What follows belongs to an exercise in optimizing a design on an open flow for small area; a production flow would make more cautious choices.
Only simulation tests tie the RTL to the original design; equivalence was not proved.
No driver is modelled on the clock port, so clock power and skew are understated where the tree is cut down; a real chip needs a root buffer or a tree.
Power figures rest on the tool's default switching activity, not on a simulated workload.

==> try-indigo: inputs <==
Design lab8, start of the top module:
module lab8 (input logic [3:0] num,
        input [3:0] sel,
        input logic write, reset, clk, direction,
        output logic an0, an1, an2, an3, an4, an5, an6, an7,
        output logic segA, segB, segC, segD, segE, segF, segG);
==> module lab8, before the edit <==
module lab8 (input logic [3:0] num,
        input [3:0] sel,
        input logic write, reset, clk, direction,
        output logic an0, an1, an2, an3, an4, an5, an6, an7,
        output logic segA, segB, segC, segD, segE, segF, segG);
logic [9:0] E;
always_ff @(posedge clk)
    if (reset) E <= 10'b1111110000;
    else       E <= E - 1'b1;
wire tick100 = (E[3:0] == 4'd0);
wire tick1   = tick100 & (E[9:4] == 6'b111111);
logic [1:0] r3;
logic [2:0] r5, r7;
always_ff @(posedge clk)
    if (reset) begin
        r3 <= '0; r5 <= '0; r7 <= '0;
    end else if (tick100) begin
        r3 <= (r3 == 2'd2) ? 2'd0 : r3 + 1'b1;
        r5 <= (r5 == 3'd4) ? 3'd0 : r5 + 1'b1;
        r7 <= (r7 == 3'd6) ? 3'd0 : r7 + 1'b1;
    end
logic [3:0] C;
always_ff @(posedge clk)
    if (reset)      C <= '0;
    else if (tick1) C <= C + 1'b1;
logic [3:0] Q [0:8];
wire [2:0] t8 = ~E[6:4];                         
logic [2:0] m6;                                   
always_comb
    case ({r3, t8[0]})
        3'b000: m6 = 3'd0;
        3'b001: m6 = 3'd3;
        3'b010: m6 = 3'd4;
        3'b011: m6 = 3'd1;
        3'b100: m6 = 3'd2;
        3'b101: m6 = 3'd5;
        default: m6 = 3'd0;
    endcase
wire [2:0] u = reset ? 3'd0 : C[2:0] ^ {3{C[3]}};
wire s3 = (C[3] & ~reset) ^ direction;
logic [2:0] r;
always_comb
    case (u)
        3'd0: r = 3'd0;
        3'd1: r = {2'b0, t8[0]};
        3'd2: r = {1'b0, r3};
        3'd3: r = {1'b0, t8[1:0]};
        3'd4: r = r5;
        3'd5: r = m6;
        3'd6: r = r7;
        default: r = t8;
    endcase
wire [2:0] v = u - r;
logic [2:0] d, idx;
logic idx8;
always_comb
    if (write) begin
        d = sel[2:0]; idx = sel[2:0]; idx8 = sel[3];
    end else if (!s3) begin
        d = r; idx = v; idx8 = 1'b0;
    end else begin
        d = ~v; idx = 3'd0 - r; idx8 = (r == 3'd0);
    end
wire [3:0] h = reset ? 4'd0 : (idx8 ? Q[8] : Q[{1'b0, idx}]);
logic [6:0] seg;
always_comb
    case (h)
        4'h0: seg = 7'b0000001;
        4'h1: seg = 7'b1001111;
        4'h2: seg = 7'b0010010;
        4'h3: seg = 7'b0000110;
        4'h4: seg = 7'b1001100;
        4'h5: seg = 7'b0100100;
        4'h6: seg = 7'b0100000;
        4'h7: seg = 7'b0001111;
        4'h8: seg = 7'b0000000;
        4'h9: seg = 7'b0000100;
        4'hA: seg = 7'b0001000;
        4'hB: seg = 7'b1100000;
        4'hC: seg = 7'b0110001;
        4'hD: seg = 7'b1000010;
        4'hE: seg = 7'b0110000;
        default: seg = 7'b0111000;
    endcase
assign {segA, segB, segC, segD, segE, segF, segG} = seg;
wire [7:0] an = ~(8'd1 << d);
assign {an7, an6, an5, an4, an3, an2, an1, an0} = an;
wire wr = tick100 & write;
wire [3:0] wdata = reset ? 4'd0 : num;
always_ff @(posedge clk) begin
    if (reset || (wr && !an[0] && !sel[3])) Q[0] <= wdata;
    for (int i = 1; i < 8; i++)
        if (reset || (wr && !an[i])) Q[i] <= wdata;
    if (reset || (wr && sel[3])) Q[8] <= wdata;
end
endmodule
==> flow/config.mk <==
export PLATFORM = sky130hd
export DESIGN_NAME = lab8
export DESIGN_NICKNAME = lab8
export VERILOG_FILES = /design/flow/design.v
export SDC_FILE = /design/flow/constraint.sdc
export NUM_CORES = 4
export LEC_CHECK = 0
export CAP_MARGIN = 20
export CORE_MARGIN = 2
export CORE_UTILIZATION = 75
export GPL_TIMING_DRIVEN = 0
export SLEW_MARGIN = 20
==> flow/constraint.sdc <==
create_clock -name core_clock -period 10.0 [get_ports {clk}]
set_input_delay 2.0000 -clock core_clock [delete_from_list [all_inputs] [get_ports {clk}]]
set_output_delay 2.0000 -clock core_clock [all_outputs]
set_load 0.01 [all_outputs]
standard.sh (not shown) runs the stock make flow with config.mk's settings and CLKGATE_MAP_FILE= SYNTH_SCRIPT=/design/flow/synth_recipe.tcl, a recipe that flattens the netlist after the stock synthesis.
==> flow/flow/run.sh <==
#!/bin/bash
# Own layout flow: the standard flow (standard.sh, ORFS) with
#  - synthesis through flow/synth.tcl (area-only ABC script, no adder
#    extraction, smallest drive strengths), registers unchanged;
#  - port buffers of the smallest buffer cell;
#  - a clock tree of small clock buffers without dummy loads.
# Each step's full output goes to a log file in this folder.
set -euo pipefail
W=$(pwd)
export MYFLOW=$W/flow
sed "s#SYNTH_SCRIPT=[^ ]*#SYNTH_SCRIPT=$W/flow/synth.tcl#" standard.sh > own_standard.sh
grep -q "SYNTH_SCRIPT=$W/flow/synth.tcl" own_standard.sh
KNOBS=(
  "ADDER_MAP_FILE="
  "BUFFER_PORTS_ARGS=-buffer_cell sky130_fd_sc_hd__buf_1"
  "CTS_ARGS=-sink_clustering_enable -repair_clock_nets -dont_use_dummy_load -root_buf sky130_fd_sc_hd__clkbuf_4 -buf_list sky130_fd_sc_hd__clkbuf_4 -sink_clustering_size 20 -sink_clustering_max_diameter 60"
)
bash own_standard.sh "${KNOBS[@]}" synth > log_synth.txt 2>&1
bash own_standard.sh "${KNOBS[@]}" floorplan > log_floorplan.txt 2>&1
bash own_standard.sh "${KNOBS[@]}" place > log_place.txt 2>&1
bash own_standard.sh "${KNOBS[@]}" cts > log_cts.txt 2>&1
bash own_standard.sh "${KNOBS[@]}" finish > log_finish.txt 2>&1
test -f out/final.def
==> flow/flow/area1.abc <==
strash; &get -n; &fraig -x; &put; dc2; dc2; dc2; &get -n; &dch -f; &nf -R 1000; &put
==> flow/flow/area10.abc <==
strash; &get -n; &fraig -x; &put; dc2; resub -K 8 -N 2; dc2; resub -K 10 -N 2; dc2; resub -K 12 -N 2; dc2; dch -f; amap; topo
==> flow/flow/area11.abc <==
strash; &get -n; &fraig -x; &put; dc2; resub -K 8 -N 2; dc2; resub -K 10 -N 2; dc2; resub -K 12 -N 2; dc2; dch -f; amap -F 10 -A 30; topo
==> flow/flow/area12.abc <==
strash; &get -n; &fraig -x; &put; dc2; resub -K 8 -N 2; dc2; resub -K 10 -N 2; dc2; resub -K 12 -N 2; dc2; &get -n; &dch -f; &nf -R 1000; &put; &get -n; &dch -f; &nf -R 1000; &put
==> flow/flow/area13.abc <==
strash; &get -n; &fraig -x; &put; dc2; resub -K 8 -N 2; dc2; resub -K 10 -N 2; dc2; resub -K 12 -N 2; dc2; &get -n; &dch -f; &nf -R 2000 -E 100; &put
==> flow/flow/area2.abc <==
strash; &get -n; &fraig -x; &put; dc2; dc2; dc2; &get -n; &dch -f; &nf -p -R 1000; &put
==> flow/flow/area3.abc <==
strash; &get -n; &fraig -x; &put; dc2; resub -K 8 -N 2; dc2; resub -K 10 -N 2; dc2; &get -n; &dch -f; &nf -R 1000; &put
==> flow/flow/area4.abc <==
strash; dch -f; map -a; topo; strash; dch -f; map -a; topo
==> flow/flow/area5.abc <==
strash; balance; resub -K 6; rewrite; resub -K 6 -N 2; refactor; resub -K 8; balance; resub -K 8 -N 2; rewrite; resub -K 10; rewrite -z; resub -K 10 -N 2; balance; resub -K 12; refactor -z; resub -K 12 -N 2; rewrite -z; balance; dch -f; map -a; topo
==> flow/flow/area6.abc <==
strash; dc2; dc2; dch -f; map -a; topo
==> flow/flow/area7.abc <==
strash; &get -n; &fraig -x; &put; dc2; resub -K 8 -N 2; dc2; resub -K 10 -N 2; dc2; resub -K 12 -N 2; dc2; &get -n; &dch -f; &nf -R 1000; &put
==> flow/flow/area8.abc <==
strash; &get -n; &fraig -x; &put; dc2; resub -K 8 -N 2; dc2; resub -K 10 -N 2; dc2; dch -f; map -a; topo
==> flow/flow/area9.abc <==
strash; balance; resub -K 6; rewrite; resub -K 6 -N 2; refactor; resub -K 8; balance; resub -K 8 -N 2; rewrite; resub -K 10; rewrite -z; resub -K 10 -N 2; balance; resub -K 12; refactor -z; resub -K 12 -N 2; rewrite -z; balance; &get -n; &dch -f; &nf -R 1000; &put
==> flow/flow/synth.tcl <==
proc abc {args} {
    # ORFS hands ABC the clock period in ns where ABC reads ps; give it the
    # period in ps so that the mapping aims at area, not at an unreachable delay.
    set i [lsearch -exact $args -D]
    if {$i >= 0} {
        set args [lreplace $args $i [expr {$i + 1}] -D [expr {int(1000 * ([info exists ::env(FLOW_PERIOD_NS)] ? $::env(FLOW_PERIOD_NS) : 10))}]]
    }
    set i [lsearch -exact $args -script]
    set args [lreplace $args $i [expr {$i + 1}]]
    set lib [string trim $::env(LIB_FILES)]
    # Map with each area script in turn and keep the smallest result.
    yosys design -save pre_abc
    set best ""
    set best_area 1e18
    foreach script [lsort [glob $::env(MYFLOW)/area*.abc]] {
        yosys design -load pre_abc
        yosys abc -script $script {*}$args
        set st [yosys tee -q -s result.string stat -liberty $lib]
        if {[regexp {Chip area for module[^:]*:\s*([0-9.]+)} $st -> area]} {
            puts "ABC script [file tail $script]: area $area"
            if {$area < $best_area} {
                set best_area $area
                set best $script
            }
        }
    }
    puts "ABC script chosen: [file tail $best] (area $best_area)"
    yosys design -load pre_abc
    yosys abc -script $best {*}$args
}
source $::env(MYFLOW)/../synth_recipe.tcl
source $::env(MYFLOW)/downsize.tcl
opt_clean -purge
tee -o $::env(REPORTS_DIR)/synth_stat_own.txt stat -liberty [string trim $::env(LIB_FILES)]
# left out here: write 1_2_yosys.v
Other scripts of this flow, unchanged in this note and not shown: flow/flow/downsize.tcl
==> try-zinc (differences from try-indigo) <==
--- a/flow/design.v
+++ b/flow/design.v
@@ -3,15 +3,15 @@
         input logic write, reset, clk, direction,
         output logic an0, an1, an2, an3, an4, an5, an6, an7,
         output logic segA, segB, segC, segD, segE, segF, segG);
-logic [9:0] E;
-always_ff @(posedge clk)
-    if (reset) E <= 10'b1111110000;
-    else       E <= E - 1'b1;
-wire tick100 = (E[3:0] == 4'd0);
-wire tick1   = tick100 & (E[9:4] == 6'b111111);
+logic [9:0] D;
+always_ff @(posedge clk or posedge reset)
+    if (reset) D <= '0;
+    else       D <= D - 1'b1;
+wire tick100 = (D[3:0] == 4'd0);
+wire tick1   = tick100 & (D[9:4] == 6'd0);
 logic [1:0] r3;
 logic [2:0] r5, r7;
-always_ff @(posedge clk)
+always_ff @(posedge clk or posedge reset)
     if (reset) begin
         r3 <= '0; r5 <= '0; r7 <= '0;
     end else if (tick100) begin
@@ -20,11 +20,19 @@
         r7 <= (r7 == 3'd6) ? 3'd0 : r7 + 1'b1;
     end
 logic [3:0] C;
-always_ff @(posedge clk)
+always_ff @(posedge clk or posedge reset)
     if (reset)      C <= '0;
     else if (tick1) C <= C + 1'b1;
 logic [3:0] Q [0:8];
-wire [2:0] t8 = ~E[6:4];                         
+always_ff @(posedge clk or posedge reset)
+    if (reset) begin
+        for (int i = 0; i < 9; i++) Q[i] <= '0;
+    end else if (tick100 & write) begin
+        for (int i = 0; i < 8; i++)
+            if (sel == 4'(i)) Q[i] <= num;
+        if (sel[3]) Q[8] <= num;
+    end
+wire [2:0] t8 = 3'd0 - D[6:4];                   
 logic [2:0] m6;                                   
 always_comb
     case ({r3, t8[0]})
@@ -36,8 +44,8 @@
         3'b101: m6 = 3'd5;
         default: m6 = 3'd0;
     endcase
-wire [2:0] u = reset ? 3'd0 : C[2:0] ^ {3{C[3]}};
-wire s3 = (C[3] & ~reset) ^ direction;
+wire [2:0] u = C[2:0] ^ {3{C[3]}};
+wire s3 = C[3] ^ direction;
 logic [2:0] r;
 always_comb
     case (u)
@@ -61,7 +69,7 @@
     end else begin
         d = ~v; idx = 3'd0 - r; idx8 = (r == 3'd0);
     end
-wire [3:0] h = reset ? 4'd0 : (idx8 ? Q[8] : Q[{1'b0, idx}]);
+wire [3:0] h = idx8 ? Q[8] : Q[idx];
 logic [6:0] seg;
 always_comb
     case (h)
@@ -85,12 +93,4 @@
 assign {segA, segB, segC, segD, segE, segF, segG} = seg;
 wire [7:0] an = ~(8'd1 << d);
 assign {an7, an6, an5, an4, an3, an2, an1, an0} = an;
-wire wr = tick100 & write;
-wire [3:0] wdata = reset ? 4'd0 : num;
-always_ff @(posedge clk) begin
-    if (reset || (wr && !an[0] && !sel[3])) Q[0] <= wdata;
-    for (int i = 1; i < 8; i++)
-        if (reset || (wr && !an[i])) Q[i] <= wdata;
-    if (reset || (wr && sel[3])) Q[8] <= wdata;
-end
 endmodule
==> flow/flow/area.abc (new file) <==
strash; &get -n; &deepsyn -T 20; &put; dch -f; map -a; topo
==> flow/flow/synth.tcl (replaced) <==
proc abc {args} {
    set i [lsearch -exact $args -script]
    if {$i >= 0} {
        set args [lreplace $args $i [expr {$i + 1}] -script $::env(MYFLOW)/area.abc]
    }
    yosys abc {*}$args
}
source $::env(MYFLOW)/../synth_recipe.tcl
source $::env(MYFLOW)/downsize.tcl
opt_clean -purge
tee -o $::env(REPORTS_DIR)/synth_stat_own.txt stat -liberty [string trim $::env(LIB_FILES)]
# left out here: write 1_2_yosys.v
CORE_UTILIZATION = 60   (was 75)
GPL_TIMING_DRIVEN = unset   (was 0)
removed: flow/flow/area1.abc
removed: flow/flow/area10.abc
removed: flow/flow/area11.abc
removed: flow/flow/area12.abc
removed: flow/flow/area13.abc
removed: flow/flow/area2.abc
removed: flow/flow/area3.abc
removed: flow/flow/area4.abc
removed: flow/flow/area5.abc
removed: flow/flow/area6.abc
removed: flow/flow/area7.abc
removed: flow/flow/area8.abc
removed: flow/flow/area9.abc
==> try-raven (differences from try-indigo) <==
--- a/flow/flow/run.sh
+++ b/flow/flow/run.sh
@@ -3,7 +3,8 @@
 #  - synthesis through flow/synth.tcl (area-only ABC script, no adder
 #    extraction, smallest drive strengths), registers unchanged;
 #  - port buffers of the smallest buffer cell;
-#  - a clock tree of small clock buffers without dummy loads.
+#  - a clock tree made by hand (clock.tcl): the clock port drives four
+#    clock buffers, each driving a group of nearby flip-flops.
 # Each step's full output goes to a log file in this folder.
 set -euo pipefail
 W=$(pwd)
@@ -13,8 +14,10 @@
 KNOBS=(
   "ADDER_MAP_FILE="
   "BUFFER_PORTS_ARGS=-buffer_cell sky130_fd_sc_hd__buf_1"
-  "CTS_ARGS=-sink_clustering_enable -repair_clock_nets -dont_use_dummy_load -root_buf sky130_fd_sc_hd__clkbuf_4 -buf_list sky130_fd_sc_hd__clkbuf_4 -sink_clustering_size 20 -sink_clustering_max_diameter 60"
+  "PRE_CTS_TCL=$W/flow/clock.tcl"
 )
+export MY_CLK_BUF=sky130_fd_sc_hd__clkbuf_8
+export MY_CLK_GROUPS=4
 bash own_standard.sh "${KNOBS[@]}" synth > log_synth.txt 2>&1
 bash own_standard.sh "${KNOBS[@]}" floorplan > log_floorplan.txt 2>&1
 bash own_standard.sh "${KNOBS[@]}" place > log_place.txt 2>&1
==> flow/flow/clock.tcl (new file) <==
# PRE_CTS_TCL hook: the clock tree by hand. The clock port drives
# MY_CLK_GROUPS buffers of type MY_CLK_BUF, each placed at the centre of a
# group of nearby flip-flops and driving their clock pins (groups by k-means
# on the flip-flops' places). TritonCTS is then skipped; the rest of ORFS's
# CTS step (placement legalisation, timing repair) runs as usual.
set db [ord::get_db]
set block [ord::get_db_block]
set master [$db findMaster $::env(MY_CLK_BUF)]
set k $::env(MY_CLK_GROUPS)
set clknet [[$block findBTerm clk] getNet]
set sinks {}
foreach it [$clknet getITerms] {
    set loc [[$it getInst] getLocation]
    lappend sinks [list $it [lindex $loc 0] [lindex $loc 1]]
}
set sinks [lsort -real -index 1 $sinks]
set n [llength $sinks]
# start: k groups by x order, then k-means
set centres {}
for {set g 0} {$g < $k} {incr g} {
    set s [lindex $sinks [expr {int(($g + 0.5) * $n / $k)}]]
    lappend centres [list [lindex $s 1] [lindex $s 2]]
}
for {set iter 0} {$iter < 20} {incr iter} {
    set members {}
    for {set g 0} {$g < $k} {incr g} { lappend members {} }
    foreach s $sinks {
        set best 0
        set bd 1e30
        for {set g 0} {$g < $k} {incr g} {
            set c [lindex $centres $g]
            set d [expr {abs([lindex $s 1] - [lindex $c 0]) + abs([lindex $s 2] - [lindex $c 1])}]
            if {$d < $bd} { set bd $d; set best $g }
        }
        lset members $best [concat [lindex $members $best] [list $s]]
    }
    set centres {}
    for {set g 0} {$g < $k} {incr g} {
        set sx 0.0; set sy 0.0; set m [llength [lindex $members $g]]
        foreach s [lindex $members $g] { set sx [expr {$sx + [lindex $s 1]}]; set sy [expr {$sy + [lindex $s 2]}] }
        if {$m > 0} { lappend centres [list [expr {$sx / $m}] [expr {$sy / $m}]] } else { lappend centres {0 0} }
    }
}
for {set g 0} {$g < $k} {incr g} {
    set ms [lindex $members $g]
    if {[llength $ms] == 0} { continue }
    set inst [odb::dbInst_create $block $master "clkbuf_own_$g"]
    set net [odb::dbNet_create $block "clknet_own_$g"]
    $net setSigType CLOCK
    [$inst findITerm A] connect $clknet
    [$inst findITerm X] connect $net
    foreach s $ms {
        set it [lindex $s 0]
        $it disconnect
        $it connect $net
    }
    set c [lindex $centres $g]
    $inst setLocation [expr {int([lindex $c 0])}] [expr {int([lindex $c 1])}]
    $inst setPlacementStatus PLACED
    puts "clock buffer clkbuf_own_$g drives [llength $ms] flip-flops"
}
$clknet setSigType CLOCK
global_connect
rename clock_tree_synthesis ""
proc clock_tree_synthesis {args} {
    puts "TritonCTS skipped: clock tree made by hand in clock.tcl"
    set_propagated_clock [all_clocks]
}
CORE_UTILIZATION = 60   (was 75)
removed: flow/flow/area10.abc
removed: flow/flow/area11.abc
removed: flow/flow/area12.abc
removed: flow/flow/area13.abc
==> summary.txt <==
In try-zinc the global-route usage is higher than in try-raven, by 2.1 points.
Of try-zinc and try-indigo, try-zinc has the higher routed wire length (gap 0.81%, measured against try-indigo).
In try-zinc the power is smaller than in try-raven, by about 5%.
In try-raven the clock skew is lower than in try-zinc, by 5.1 ps.
In critical path depth, try-zinc and try-raven do not differ.
Final area: try-indigo is smaller than try-zinc (about 12%).
The lowest sequential share of layout area belongs to try-zinc, the highest to try-indigo.
==> figures <==
Logic depth of the worst setup path including buffers: try-raven 23; try-zinc 23; try-indigo 28
Result of the run: try-raven no timing/DRC/antenna violations; try-zinc no timing/DRC/antenna violations; try-indigo no timing/DRC/antenna violations
Non-CTS buffers: try-raven -; try-zinc 27; try-indigo 26
Share of power burned in combinational logic: try-raven 18.9%; try-zinc 17.9%; try-indigo 17.8%
Sequential power share: try-raven 61.3%; try-zinc 56.2%; try-indigo 58.7%
Core box area: try-raven 4350 um2; try-zinc 5010 um2; try-indigo 3390 um2
Multi-input gate area: try-raven 1190 um2; try-zinc 1350 um2; try-indigo 1050 um2
Multi-input logic portion of the cell area: try-raven 40.3%; try-zinc 40.6%; try-indigo 36.0%
Vias after detailed routing: try-raven 2,176; try-zinc 2,727; try-indigo 2,449
Biggest area consumer among synthesized cells: try-raven sky130_fd_sc_hd__edfxtp_1; try-zinc sky130_fd_sc_hd__dfrtp_1; try-indigo sky130_fd_sc_hd__edfxtp_1
Rel. slew slack: try-raven 35.5%; try-zinc 52.2%; try-indigo 46.2%
Worst-case clock skew: try-raven 39.4 ps; try-zinc 44.5 ps; try-indigo 29.5 ps
Cell Area, Synth: try-raven 2730 um2; try-zinc 3060 um2; try-indigo 2690 um2
Total of clock buffers placed in the layout: try-raven -; try-zinc 9; try-indigo 9
Maximum number of buffers from clock root to sink: try-raven -; try-zinc 2; try-indigo 2
Portion of the clock cycle consumed by the worst path in the final layout: try-raven 92.5%; try-zinc 73.4%; try-indigo 91.9%
The clock cells of try-raven come from the design's own scripts or RTL, not from TritonCTS.

==> re-timing with driven ports <==
The results above use ideal ports. As a check the final layouts listed here were re-extracted and re-timed, cells and wires unchanged.
Step 1, drivers: a clkbuf_16 drives clk and a buf_2 each remaining input, both assumed.
Step 2 moves the port delays by t, midway between the first and last clock arrival at a register: inputs arrive t later, outputs are due t later. That takes back most of the time a late clock gives input paths.
a / b / c = ideal ports / drivers / drivers and shift; a / b = the first two.
run	shift t [ns]	setup WS [ns]	worst slew at a driven data input, ns
try-indigo	0.406	0.814 / 0.792 / 0.792	0.03
try-zinc	0.411	2.658 / 2.627 / 2.627	0.04
try-raven	0.206	0.749 / 0.727 / 0.727	0.04
After both steps every run listed still meets setup and hold. The setup slack of try-zinc, which loses most, moves by -0.031 ns with the drivers and by -0.031 ns with both steps.
